This is an optimization exercise on Yosys and OpenROAD, whose aim is small area, not a production implementation. The RTL was checked by simulation tests, not by an equivalence proof against the original design.

==> job 2648 <==
// qpsk_chan_emu
module qpsk_chan_emu (
  output signed [7:0] o_nsig_I     ,
  output signed [7:0] o_nsig_Q     ,
  output signed [7:0] o_ch_I       ,
  output signed [7:0] o_ch_Q       ,
  input         [1:0] i_sel_ch_taps,
  input  signed [7:0] i_sigma      ,
  input               i_reset      ,
  input               clk
);
export LEC_CHECK = 0
export ABC_AREA = 1
export CAP_MARGIN = 20
export CORE_MARGIN = 2
export CORE_UTILIZATION = 65
export PLACE_DENSITY = 0.75
export SLEW_MARGIN = 20
export SYNTH_HIERARCHICAL = 1
export SYNTH_MEMORY_MAX_BITS = 16384
export SYNTH_MINIMUM_KEEP_SIZE = 0
create_clock -name core_clock -period 20.0 [get_ports {clk}]
run.sh (not shown) runs the stock make flow with config.mk's settings and CLKGATE_MAP_FILE= SYNTH_SCRIPT=/design/flow/synth_recipe.tcl, a recipe that flattens the netlist after the stock synthesis.
==> job 2906: changes against job 2648 <==
--- a/flow/config.mk
+++ b/flow/config.mk
@@ -9,6 +9,6 @@
 export CAP_MARGIN = 20
 export CORE_MARGIN = 2
-export CORE_UTILIZATION = 65
-export PLACE_DENSITY = 0.75
+export CORE_UTILIZATION = 35
+export PLACE_DENSITY = 0.5
 export SLEW_MARGIN = 20
 export SYNTH_HIERARCHICAL = 1
==> comparison table <==
metric                                                                          job 2648        job 2906
Result of the run                                                 stopped before the end  finished clean
Stage where the flow stopped                                                     5_1_grt               -
Initial standard-cell utilization of the core                                     65.27%          35.19%
TritonCTS buffer count                                                                94             108
Floorplan die width                                                             404.8 um        550.3 um
Post-Synthesis Mean Instance Area                                              7.866 um2       7.866 um2
Worst-case clock buffer depth                                                          3               4
HPWL Detailed                                                                  378500 um       455200 um
Core Rows                                                                            147             200
Die H                                                                           404.8 um        550.3 um
I/O pin cnt                                                                           44              44
Minimum setup slack after placement                                             606.0 ps        656.7 ps
Final weighted congestion of routability-driven global placement                   1.333           1.156
Post-place instance area                                                      105700 um2      109600 um2
Hold-fix buffers at CTS                                                                0               0
Post-placement cell count                                                          15000           17020

---

==> 08-17: inputs <==
qpsk_chan_emu, a different RTL version from the one above (not shown whole).
Settings: LEC_CHECK=0, ABC_AREA=1, CAP_MARGIN=20, CORE_MARGIN=2, CORE_UTILIZATION=40, CTS_CLUSTER_DIAMETER=60, CTS_CLUSTER_SIZE=25, PLACE_DENSITY=0.55, SLEW_MARGIN=20, SYNTH_HIERARCHICAL=1, SYNTH_MEMORY_MAX_BITS=16384, SYNTH_MINIMUM_KEEP_SIZE=0; clock period 20.0 ns.
==> inputs of 11-20, as changes to 08-17 <==
--- a/flow/config.mk
+++ b/flow/config.mk
@@ -9,8 +9,8 @@
 export CAP_MARGIN = 20
 export CORE_MARGIN = 2
-export CORE_UTILIZATION = 40
+export CORE_UTILIZATION = 45
 export CTS_CLUSTER_DIAMETER = 60
 export CTS_CLUSTER_SIZE = 25
-export PLACE_DENSITY = 0.55
+export PLACE_DENSITY = 0.58
 export SLEW_MARGIN = 20
 export SYNTH_HIERARCHICAL = 1
==> qor summary <==
                                                                                    08-17                                  11-20
Clock buffers created by TritonCTS                                                     90                                     84
Die Y                                                                            503.3 um                               474.7 um
Worst setup endpoint                                                          o_nsig_I[4]                            o_nsig_I[6]
Pre-CTS worst setup slack                                                       0.6104 ns                              0.5439 ns
Max Clock Freq                                                                  51.94 MHz                              51.65 MHz
Initial Util                                                                       0.4017                                 0.4534
Combined area of the multi-input logic cells                                   73700 um^2                             73690 um^2
Run status                                                        complete, no violations                complete, no violations
GR met2 Demand/Resource                                                            0.6280                                 0.6407
Area fraction of clock buffers and clock inverters                                0.03235                                0.02962
Data arrival time of the critical path                                           15.25 ns                               15.36 ns
Maximum fanout count along the critical path                                            5                                     14
Worst r2r src                                       u_ch_gng_top.u_gng_I.u_gng_ctg.q1[58]  u_ch_gng_top.u_gng_I.u_gng_ctg.q1[45]
Pin slew with the least headroom to its limit                                    1.250 ns                               1.358 ns
Final period utilization                                                           0.9626                                 0.9681
Overall via count from detail_route                                                91.40k                                 93.56k

-- afterwards: timing with drivers on the ports --
No port has a modelled driver above. Below, the same layouts with a new extraction and two added sets of constraints. Step 1 sets driving cells, clkbuf_16 on the clock port and buf_2 on the other inputs (assumed; they add their load-dependent delay and slew). Step 2 adds t to the input delays and takes it off the output delays; t is the mean of the earliest and latest rising clock arrival at the registers after step 1. Input paths then give back, and output paths get back, about the clock's delay inside the block. Three values: ideal ports, drivers, drivers and shift; two values: the first two.
run | t (ns) | slack for setup (ns) | worst hold slack (ns) | latest minus earliest clock arrival (ns)
job 2906 | 0.896 | 0.847 / 0.811 / 0.811 | 0.326 / 0.326 / 0.326 | 0.117 / 0.118
08-17 | 0.889 | 0.748 / 0.724 / 0.724 | 0.334 / 0.334 / 0.334 | 0.095 / 0.095
11-20 | 0.839 | 0.639 / 0.593 / 0.593 | 0.321 / 0.321 / 0.321 | 0.093 / 0.093
After both steps setup and hold are still met in every run listed. For 11-20, which loses most, drivers alone change the setup slack by -0.046 ns; drivers and shift together by -0.046 ns.
